Background: an optimization exercise with open tools, aiming at small area, a short achievable clock period and few clock cycles. Do not read the settings as production practice.
Only simulation tests tie the RTL to the original design; equivalence was not proved.
Power and IR drop assume default switching activity.

==> flow/design.v <==
module JAM (
    input CLK,
    input RST,
    output [2:0] W,
    output [2:0] J,
    input [6:0] Cost,
    output [3:0] MatchCount,
    output [9:0] MinCost,
    output Valid
);
    localparam [3:0] P1 = 4'd0, CH = 4'd1, PU = 4'd2, HI = 4'd4, HB = 4'd5,
                     HA = 4'd6, HS = 4'd7, HU = 4'd9, DI = 4'd10, DFS = 4'd11,
                     FIN = 4'd12, DONE = 4'd13;
    reg [3:0]  ph;
    reg [5:0]  t;           
    reg [5:0]  tq;          
    reg        p2m;         
    reg        qv;          
    reg        sv;          
    reg [7:0]  Creg;        
    reg        pend;        
    reg [6:0]  rmin;        
    reg [6:0]  u [0:7];     
    reg [7:0]  v [0:7];     
    reg [63:0] tm;          
    reg [9:0]  lb0;         
    reg [2:0]  mr [0:7];    
    reg [2:0]  mc [0:7];    
    reg [7:0]  rm;          
    reg [7:0]  cm;          
    reg [7:0]  Sm;          
    reg [7:0]  Tm;          
    reg [2:0]  par [0:7];   
    reg [2:0]  jc;          
    reg [7:0]  dl;          
    reg        sfirst;      
    reg [3:0]  cnt;
    reg [7:0]  Trow;        
    reg        f4v;         
    reg        qv2;         
    assign Valid = (ph == DONE);
    assign MinCost = lb0;
    assign MatchCount = cnt;
    wire [2:0] hi = t[5:3];
    wire [2:0] lo = t[2:0];
    assign W = hi;
    assign J = lo;
    integer i, a, b, x, y, g1, g2, h2, h3, g4, h4, g6, h7;
    function [2:0] lowest;
        input [7:0] m;
        begin
            casez (m)
                8'b???????1: lowest = 3'd0;
                8'b??????10: lowest = 3'd1;
                8'b?????100: lowest = 3'd2;
                8'b????1000: lowest = 3'd3;
                8'b???10000: lowest = 3'd4;
                8'b??100000: lowest = 3'd5;
                8'b?1000000: lowest = 3'd6;
                default:     lowest = 3'd7;
            endcase
        end
    endfunction
    wire       indfs = (ph == DFS);
    wire       inhs = (ph == HS);
    wire [2:0] k = hi;
    wire [2:0] j = lo;
    wire       inhu = (ph == HU);
    wire [6:0] ur = u[hi];                           
    wire [7:0] vr = v[lo];                           
    wire [8:0] redn = {2'b0, Cost} - {2'b0, ur} - {vr[7], vr};
    wire [2:0] qhi = tq[5:3];
    wire [2:0] qlo = tq[2:0];
    wire       qfirst = (qlo == 3'd0);
    wire       qlast  = (qlo == 3'd7);
    wire       vlt = qfirst || Creg[6:0] < rmin;
    wire       veq = !qfirst && Creg[6:0] == rmin;
    wire [6:0] vmin = vlt ? Creg[6:0] : rmin;
    wire [7:0] qbit = 8'd1 << qlo;
    wire [7:0] tbn = vlt ? qbit : veq ? (Trow | qbit) : Trow;
    wire [7:0] gfc = tbn & ~cm;                      
    reg  [7:0] color;
    always @(*) begin
        color = (ph == CH) ? tbn : tm[63:56];
        for (g1 = 0; g1 < 7; g1 = g1 + 1) color = color | tm[8*g1 +: 8];
    end
    wire [7:0] need = ~color;
    reg  [7:0] nsm;         
    reg  [7:0] sadd;        
    reg  [2:0] parn [0:7];
    reg  [7:0] colm;
    always @(*) begin
        nsm = 8'd0;
        for (g2 = 0; g2 < 8; g2 = g2 + 1) if (Sm[g2]) nsm = nsm | tm[8*g2 +: 8];
        for (h2 = 0; h2 < 8; h2 = h2 + 1) begin
            for (g2 = 0; g2 < 8; g2 = g2 + 1) colm[g2] = Sm[g2] & tm[8*g2 + h2];
            parn[h2] = lowest(colm);
        end
    end
    wire [7:0] newT = nsm & ~Tm;
    wire [7:0] fh = newT & ~cm;
    always @(*) begin
        sadd = 8'd0;
        for (h3 = 0; h3 < 8; h3 = h3 + 1) if (newT[h3]) sadd = sadd | (8'd1 << mc[h3]);
    end
    wire [2:0] pi = par[jc];
    wire       gofs = (ph == HI && rm == 8'hff) || (ph == HA && !rm[pi] && (rm | (8'd1 << pi)) == 8'hff);
    wire [7:0] ntm = ~Tm;
    wire [7:0] sj = ntm & (8'hfe << lo);
    wire [7:0] si = Sm & (8'hfe << hi);
    reg [63:0] sxn;         
    reg [63:0] nsxt;        
    always @(*) begin
        for (g4 = 0; g4 < 8; g4 = g4 + 1)
            for (h4 = 0; h4 < 8; h4 = h4 + 1) begin
                sxn[8*g4 + h4] = Sm[g4] & ~Tm[h4];
                nsxt[8*g4 + h4] = ~Sm[g4] & Tm[h4];
            end
    end
    wire       dsel = sv && (sfirst || Creg < dl);
    wire [7:0] vpa = vr + dl;
    wire [7:0] vpb = vr + Creg;
    wire [7:0] vma = vr - dl;
    wire [7:0] vmb = vr - Creg;
    wire [6:0] upa = ur + dl[6:0];
    wire [6:0] upb = ur + Creg[6:0];
    wire [9:0] la = lb0 + ((ph == PU || Sm[hi]) ? {2'd0, dl} : 10'd0) - ((ph != PU && Tm[lo]) ? {2'd0, dl} : 10'd0);
    wire [9:0] lb = lb0 + ((ph == PU || Sm[hi]) ? {2'd0, Creg} : 10'd0) - ((ph != PU && Tm[lo]) ? {2'd0, Creg} : 10'd0);
    wire [7:0] su = Sm & ~(8'd1 << hi);             
    wire [7:0] tu = Tm & ~(8'd1 << lo);
    wire [7:0] used = Tm;
    wire [2:0] PL = jc;
    wire       PLv = sfirst;
    wire [6:0] lastf = Sm[6:0];
    wire [15:0] M4 = {cm, rm};    
    wire [11:0] qr = {dl, rmin[3:0]};    
    wire [3:0] pc = qv2 ? p4 : 4'd0;    
    wire       leaf = (k == 3'd7);
    wire [7:0] jbit = 8'd1 << j;
    wire [7:0] usedn = used | jbit;
    wire [2:0] kp1 = k + 3'd1;
    wire [7:0] Tk1 = tm[{kp1, 3'd0} +: 8];
    reg  [7:0] colany;
    reg        drow;
    always @(*) begin
        colany = 8'd0;
        drow = 1'b0;
        for (g6 = 0; g6 < 8; g6 = g6 + 1)
            if (g6 >= k) begin
                colany = colany | tm[8*g6 +: 8];
                if ((tm[8*g6 +: 8] & ~used) == 8'd0) drow = 1'b1;
            end
    end
    wire       dead = drow || ((~used & ~colany) != 8'd0);
    wire [7:0] m0 = Trow & ~used & (8'hfe << j);
    wire       st_v = (m0 != 8'd0);
    wire [2:0] st_j = lowest(m0);
    wire [7:0] d0 = Tk1 & ~usedn;
    wire       d0v = (d0 != 8'd0);
    wire       bulk = (k == 3'd3);
    wire       desc = !dead && !leaf && !bulk && d0v;
    wire       stay = !dead && st_v;
    wire       lcnt = !dead && leaf;
    reg  [7:0] fs [0:3];    
    reg  [7:0] rest;
    reg [15:0] M4n;         
    always @(*) begin
        rest = ~usedn;
        for (x = 0; x < 4; x = x + 1) begin
            for (y = 0; y < 8; y = y + 1) fs[x][y] = rest[y] && ((rest & ~(8'hff << y)) == 8'd0);
            rest = rest & ~fs[x];
        end
        for (x = 0; x < 4; x = x + 1)
            for (y = 0; y < 4; y = y + 1)
                M4n[4*x + y] = |(tm[8*(4+x) +: 8] & fs[y]);
    end
    function [2:0] perm3;
        input [15:0] m;
        input [1:0] s;
        reg [1:0] p, q, r;
        reg [5:0] tt;
        begin
            p = (s == 2'd0) ? 2'd1 : 2'd0;
            q = (s <= 2'd1) ? 2'd2 : 2'd1;
            r = (s == 2'd3) ? 2'd2 : 2'd3;
            tt[0] = m[4+p] & m[8+q] & m[12+r];
            tt[1] = m[4+p] & m[8+r] & m[12+q];
            tt[2] = m[4+q] & m[8+p] & m[12+r];
            tt[3] = m[4+q] & m[8+r] & m[12+p];
            tt[4] = m[4+r] & m[8+p] & m[12+q];
            tt[5] = m[4+r] & m[8+q] & m[12+p];
            perm3 = ({2'd0, tt[0]} + {2'd0, tt[1]} + {2'd0, tt[2]}) +
                    ({2'd0, tt[3]} + {2'd0, tt[4]} + {2'd0, tt[5]});
        end
    endfunction
    wire [2:0] q0 = M4[0] ? perm3(M4, 2'd0) : 3'd0;
    wire [2:0] q1 = M4[1] ? perm3(M4, 2'd1) : 3'd0;
    wire [2:0] q2 = M4[2] ? perm3(M4, 2'd2) : 3'd0;
    wire [2:0] q3 = M4[3] ? perm3(M4, 2'd3) : 3'd0;
    wire [3:0] p4 = ({1'b0, qr[2:0]} + {1'b0, qr[5:3]}) + ({1'b0, qr[8:6]} + {1'b0, qr[11:9]});
    wire [7:0] openl = {1'b0, ~lastf} & ~(8'hff << PL);    
    reg  [2:0] pl2;
    always @(*) begin
        pl2 = 3'd0;
        for (a = 0; a < 7; a = a + 1) if (openl[a]) pl2 = a;
    end
    reg  [7:0] keep;        
    always @(*) begin
        for (b = 0; b < 8; b = b + 1) keep[b] = used[b] && (par[b] < PL);
    end
    wire [2:0] pj = mc[PL];
    always @(posedge CLK or posedge RST) begin
        if (RST) begin
            ph <= P1;
            t <= 6'd0;
            qv <= 1'b0;
        end else begin
            qv <= (ph == P1);
            case (ph)
                P1: begin
                    t <= t + 6'd1;
                    if (t == 6'd63) ph <= CH;
                end
                CH, PU: begin
                    if (need != 8'd0) begin
                        ph <= HS;
                        t <= {3'd0, lowest(need)};
                    end else ph <= HI;
                end
                HI: begin
                    ph <= gofs ? DFS : HB;
                    t <= {3'd0, lowest(tm[7:0])};
                end
                HB: begin
                    if (fh != 8'd0) ph <= HA;
                    else if (newT == 8'd0) begin
                        ph <= HS;
                        t <= {lowest(Sm), lowest(ntm)};
                    end
                end
                HA: if (!rm[pi]) begin
                    ph <= gofs ? DFS : HB;
                    t <= {3'd0, lowest(tm[7:0])};
                end
                HS: begin
                    if (sj != 8'd0) t <= {hi, lowest(sj)};
                    else if (si != 8'd0) t <= {lowest(si), lowest(ntm)};
                    else begin
                        ph <= p2m ? PU : HU;
                        t <= p2m ? {3'd0, lowest(ntm)} : {lowest(Sm), lowest(Tm)};
                    end
                end
                HU: begin
                    t <= {lowest(su), lowest(tu)};
                    if (su == 8'd0 && tu == 8'd0) ph <= HB;
                end
                DFS: begin
                    if (desc) t <= {kp1, lowest(d0)};
                    else if (stay) t <= {k, st_j};
                    else if (!PLv) ph <= (f4v || (!dead && bulk)) ? FIN : DONE;
                    else t <= {PL, pj};
                end
                FIN: if (!f4v) ph <= DONE;
                default: ;
            endcase
        end
    end
    always @(posedge CLK) begin
        Creg <= inhs ? redn[7:0] : {1'b0, Cost};
        tq <= t;
        sv <= inhs;
        pend <= qv && qlast;
        if (pend) lb0 <= lb0 + {3'd0, rmin};
        if (qv) begin
            rmin <= vmin;
            Trow <= tbn;
            begin
                if (qhi == 3'd0) v[qlo] <= 8'd0;
                if (tq == 6'd0) begin
                    lb0 <= 10'd0;
                    rm <= 8'd0;
                    cm <= 8'd0;
                end
                if (qlast) begin
                    u[qhi] <= vmin;
                    tm[8*qhi +: 8] <= tbn;
                    if (gfc != 8'd0) begin
                        mr[qhi] <= lowest(gfc);
                        mc[lowest(gfc)] <= qhi;
                        rm[qhi] <= 1'b1;
                        cm[lowest(gfc)] <= 1'b1;
                    end
                end
            end
        end
        case (ph)
            CH, PU: begin
                Sm <= 8'hff;
                Tm <= ~(8'd1 << lowest(need));
                sfirst <= 1'b1;
                p2m <= 1'b1;
                if (ph == PU) begin
                    v[lo] <= dsel ? vpb : vpa;
                    lb0 <= dsel ? lb : la;
                end
            end
            HI: begin
                Sm <= ~rm;
                Tm <= 8'd0;
                p2m <= 1'b0;
            end
            HB: begin
                for (h7 = 0; h7 < 8; h7 = h7 + 1) if (newT[h7]) par[h7] <= parn[h7];
                jc <= lowest(fh);
                Tm <= Tm | newT;
                Sm <= Sm | sadd;
                sfirst <= 1'b1;
            end
            HA: begin
                mr[pi] <= jc;
                mc[jc] <= pi;
                rm[pi] <= 1'b1;
                cm[jc] <= 1'b1;
                jc <= mr[pi];
                Sm <= ~(rm | (8'd1 << pi));
                Tm <= 8'd0;
            end
            HU: begin
                if (Sm[hi]) u[hi] <= dsel ? upb : upa;
                if (Tm[lo]) v[lo] <= dsel ? vmb : vma;
                lb0 <= dsel ? lb : la;
                Sm <= (su == 8'd0 && tu == 8'd0) ? ~rm : su;
                Tm <= (su == 8'd0 && tu == 8'd0) ? 8'd0 : tu;
            end
            default: ;
        endcase
        if (sv) begin
            if (sfirst || Creg < dl) begin
                dl <= Creg;
                sfirst <= 1'b0;
            end
            tm <= (((sfirst || Creg < dl) ? (tm & ~sxn) : tm) | ((sfirst || Creg <= dl) ? (64'd1 << tq) : 64'd0))
                  & ~((ph == HU) ? nsxt : 64'd0);
        end
        if (gofs) begin
            cnt <= 4'd0;
            Tm <= 8'd0;
            sfirst <= 1'b0;
            Trow <= tm[7:0];
        end
        if (indfs) {cm, rm} <= M4n;
        f4v <= indfs && !dead && bulk;
        if (indfs || ph == FIN) {dl, rmin[3:0]} <= {q3, q2, q1, q0};
        qv2 <= f4v;
        case (ph)
            DFS: begin
                cnt <= cnt + pc + {3'd0, lcnt};
                if (desc) begin
                    par[j] <= k;
                    mc[k] <= st_j;
                    Sm[k] <= !st_v;
                    if (st_v) begin
                        jc <= k;
                        sfirst <= 1'b1;
                    end
                    Tm <= usedn;
                    Trow <= Tk1;
                end else if (!stay) begin
                    Trow <= tm[{PL, 3'd0} +: 8];
                    Tm <= keep;
                    jc <= pl2;
                    sfirst <= (openl != 8'd0);
                end
            end
            FIN: cnt <= cnt + pc;
            default: ;
        endcase
    end
endmodule
==> flow/run.sh <==
#!/bin/bash
# synth_recipe.tcl (not shown) runs the flow's synth.tcl, then flattens the netlist and writes it again
# the make line also repeats each setting of config.mk as NAME=value (left out here)
make -C /OpenROAD-flow-scripts/flow DESIGN_CONFIG=/design/flow/config.mk WORK_HOME=/design/flow/orfs CLKGATE_MAP_FILE= SYNTH_SCRIPT=/design/flow/synth_recipe.tcl finish
==> flow/config.mk <==
export PLATFORM = sky130hd
export DESIGN_NAME = JAM
export DESIGN_NICKNAME = JAM
export VERILOG_FILES = /design/flow/design.v
export SDC_FILE = /design/flow/constraint.sdc
export NUM_CORES = 4
export LEC_CHECK = 0
export CAP_MARGIN = 20
export CORE_MARGIN = 2
export CORE_UTILIZATION = 40
export PLACE_DENSITY = 0.6
export SETUP_SLACK_MARGIN = 0.5
export SLEW_MARGIN = 20
==> flow/constraint.sdc <==
create_clock -name core_clock -period 4.5 [get_ports {CLK}]
set_input_delay 0.9000 -clock core_clock [delete_from_list [all_inputs] [get_ports {CLK}]]
set_output_delay 0.9000 -clock core_clock [all_outputs]
set_load 0.01 [all_outputs]
==> metrics.csv <==
stage;metric;value;unit
yosys;Compound-Gate Fraction of Synth Area;25.04;%
setup_path;Worst path slowest cell;edfxtp_1;
setup_path;critical path buffer and inverter count;3;
yosys;Simple-Gate Fraction of Synth Area;18.15;%
setup_path;CP Cell Sequence;inv_2, ha_4, nor2b_4, o21a_1, o21a_1, o21bai_1, a21o_1, nand2_8, mux2_4, inv_2, ha_4, mux2i_4, ha_1, a21o_1, a21o_1, a21oi_2, o21bai_1, a21o_1, a21oi_2, xnor3_1, xor2_2, buf_6, nor2_1;
global_routing;first-pass GRT wire length;223.7;mm
sta;Hold Vio Cnt, Final;0;
sta;Worst Slack Setup Final;0.1913;ns
final_layout;Filler cells;7473;
sta;Fin Clk Skew;0.01635;ns
sta;setup violators final;0;
yosys;Synth Instances;3671;
floorplan;Die H;283.7;µm
detailed_routing;DRT Pass-1 Iters;10;
setup_path;cell mode on critical path;a21o_1;
detailed_routing;wire length after detailed routing;157.0;mm
global_routing;GRT Util Overall;37.64;%
sta;crit path time final;4.309;ns
sta;FMAX;232.1;MHz
yosys;synth warn;3;
floorplan;I/O Pins;30;
clocking;TritonCTS clock tree;built;
status;status;timing/DRC/antenna clean;
sta;Slew HR;26.84;%
yosys;Most used DFF post-synth;edfxtp_1;
sta;final slew viol count;0;
yosys;Post-Synth XOR/XNOR Area;1.695;%
yosys;Synth Area in Adders;8.236;%
yosys;Distinct cells, synth;98;
detailed_routing;initial DRC count;5112;
yosys;number of synthesized flops with an enable pin;276;
clocking;CTS max path bufs;3;
pwr;PwrDens;298.9;nW/µm²
pwr;power consumption;11.20;mW
final_layout;Final #Nets;4063;
final_layout;area of the multi-input gates;20390;µm²
yosys;Mapped Area;31300;µm²
final_layout;layout cells sized above 1;19.36;%
setup_path;Top delay family on crit path;compound AO/OA/AOI/OAI gates;
sta;RSZ-0062 raised after global routing;true;
setup_path;worst stage delay on the critical path;0.40;ns
setup_path;reg2reg end;v[1][7];
detailed_routing;Post-DRT Antenna Nets;0;
clocking;CTS Buf Count;46;
yosys;mux cell area share after synthesis;9.211;%
placed_design;placed inst area;34590;µm²
placed_design;setup slack after placement;0.07259;ns
sta;Tightest Pin Transition;1.097;ns
worst_hold_path;Hold Crit Depth;0;
yosys;combinational family with the most area after synthesis;compound AO/OA/AOI/OAI gates;
floorplan;Die X;283.7;µm
final_layout;Area growth, synth to finish;19.70;%
sta;final period utilization;95.75;%
floorplan;Die Area;80490;µm²
setup_path;CP endpoint kind;flip-flop;
setup_path;CP Launch Type;flip-flop;
setup_path;Setup CP Type;flip-flop to flip-flop;
final_layout;most common cell after layout, fill and taps aside;nand2_1;
setup_path;Crit path arrival time;4.66;ns
yosys;ys async rst share;3.064;%
worst_hold_path;HP Start;f4v;
floorplan;Core Area;77470;µm²
placed_design;# placed instances;4800;
placed_design;routability cong.;1.065;
setup_path;Data required, critical path;4.85;ns
floorplan;Row Count;102;
placed_design;I/O Buffers;29;
pwr;Max IR drop VDD;0.2548;mV
global_routing;vias in the first global route;31469;
setup_path;cells on worst reg2reg path;23;
setup_path;FF-to-FF Start;dl[1];
run;maxcap violations;0;
yosys;Synth Register Bits;359;
sta;final hold slack;0.4909;ns
global_routing;gr ovfl total;0;
global_routing;largest net degree at the start of global routing;107;
detailed_routing;detailed-route DRC error count;0;
clocking;CTS Root Cell;clkbuf_16;
yosys;Avg Synthesized Cell Area;8.525;µm²
worst_hold_path;Hold Path End;qv2;
floorplan;initial core utilization;40.40;%
pwr;Leak;14.44;nW
placed_design;Detail Placement HPWL;117.8;mm
detailed_routing;DR vias/cell;6.739;
setup_path;setup slack, reg-to-reg;0.19;ns
setup_path;CP Max Fanout;8;
final_layout;register area;10020;µm²
clocking;CTS Sinks;359;
clocking;clock latency (worst-skew pair);0.62;ns
detailed_routing;Via Count;33394;
sta;TNS Setup;0;ns
final_layout;Finished Cell Area;37460;µm²
clocking;CTS clock-pin slew for the worst setup and hold paths;0.06;ns
final_layout;final cell count without fillers;4955;
clocking;H-tree depth;2;
detailed_routing;Routed WL per cell;31.69;µm
final_layout;Final Util;48.36;%
final_layout;commonest non-fill, non-tap cells in the layout;nand2_1 (399), buf_4 (369), nor2_1 (304);
worst_hold_path;Hold WC Path Type;flip-flop to flip-flop;
yosys;Post-Syn Nets;3859;
yosys;Seq/Total Area, Yosys;31.97;%
global_routing;initial antenna violation count;4;
==> synthesized netlist by cell type, types with 40 or more instances <==
master	count	area share, %
nand2_1	417	5.0
nor2_1	319	3.8
a21oi_1	297	4.7
edfxtp_1	276	26
o21ai_0	256	4.1
clkbuf_1	221	2.7
inv_1	168	2.0
ha_1	134	5.4
mux2i_1	113	3.6
nand3_1	107	1.7
a221oi_1	106	3.0
nor3_1	90	1.4
a22o_1	74	2.1
dfxtp_1	72	4.6
mux4_2	49	3.5
o22ai_1	48	0.96
nand2b_1	47	0.94
a22oi_1	46	1.1
fa_1	45	2.9
nor2b_1	45	0.90
a31oi_1	43	0.86
a21o_1	41	0.98
nor4_1	40	0.80
xnor2_1	40	1.1
==> area by class of cell <==
class                           instances  area share (%)
Clock inverter                         31          0.7047
Multi-Input combinational cell       2855           54.44
Tap cell                             1040           3.474
Clock buffer                           53           3.200
Antenna cell                            4         0.02672
Sequential cell                       359           26.75
Inverter                              180           1.880
Timing Repair inverter                  1         0.01336
Timing Repair Buffer                  432           9.516
==> sequential cells by signal, summed over array words and instances (netlist names), 3 cells and up <==
register and flops:
rm 8, tm 64, mc 24, Trow 8
Tm 8, u 56, ph 4, mr 24
dl 8, par 24, lb0 10, cnt 4
v 64, tq 6, jc 3, Sm 8
Creg 8, cm 8, rmin 7, t 6
==> worst max path at each step <==
stage               start  endpoint  slack [ns]  cells past startpoint
floorplan           dl[1]   v[7][7]       -0.06                     24
global placement    dl[1]   v[4][7]        0.14                     23
detailed placement  dl[1]   v[2][7]        0.07                     23
CTS                 dl[1]   v[5][7]        0.17                     23
global route        dl[1]   v[5][7]       -0.02                     23
finish              dl[1]   v[1][7]        0.19                     23
==> layer usage <==
metal	GRT usage, %	routed length (µm)	up-vias	part of all wire [%]
li1	-	-	14216	-
met1	49.28	60240	16020	38
met2	54.53	64450	2530	41
met3	11.12	20310	620	13
met4	22.76	11860	8	7.6
met5	0.7143	182	-	0.12
==> power breakdown <==
part	switching, mW	internal (mW)	leakage, nW	total [mW]
clock network	1.65	2.04	0.701	3.70
registers	0.494	3.80	3.07	4.29
logic	1.67	1.54	10.7	3.21
==> what timing repair did <==
action,4_1_cts,5_1_grt
pin swaps,22,49
gates cloned,1,2
setup endpoints to repair,115,198
setup buffers,25,39
hold buffers,0,0
resized for setup,51,167
==> logic make-up (layout without fill, tap and decap cells) <==
| family | Yosys count | count (layout) |
|---|---|---|
| AOI/OAI and AO/OA | 1182 | 1182 |
| xor gates and xnor gates | 59 | 59 |
| adders and majority gates | 179 | 179 |
| buffers and inverters | 457 | 697 |
| DFF | 359 | 359 |
| muxes | 217 | 217 |
| other | 0 | 4 |
| and+or+nand+nor | 1218 | 1218 |
Testbench counts, summed over its fixed seeds: cycles 4,650.

-- static timing again, ports no longer ideal --
No port has a modelled driver above. Below, the same layout with a new extraction and two added sets of constraints.
Step 1 sets driving cells, clkbuf_16 on the clock port and buf_2 on the other inputs (assumed; they add their load-dependent delay and slew).
Step 2 also shifts input and output timing later by t, the mid clock arrival at the registers, as if the neighbouring blocks saw the same clock.
a / b / c = ideal ports / drivers / drivers and shift; a / b = the first two.
shift t [ns]: 0.683
setup WS [ns]: 0.191 / 0.191 / 0.191
worst data-port slew with drivers (ns): 0.04
After both steps this run still meets setup and hold. The setup slack of this run moves by 0.000 ns with the drivers and by 0.000 ns with both steps.
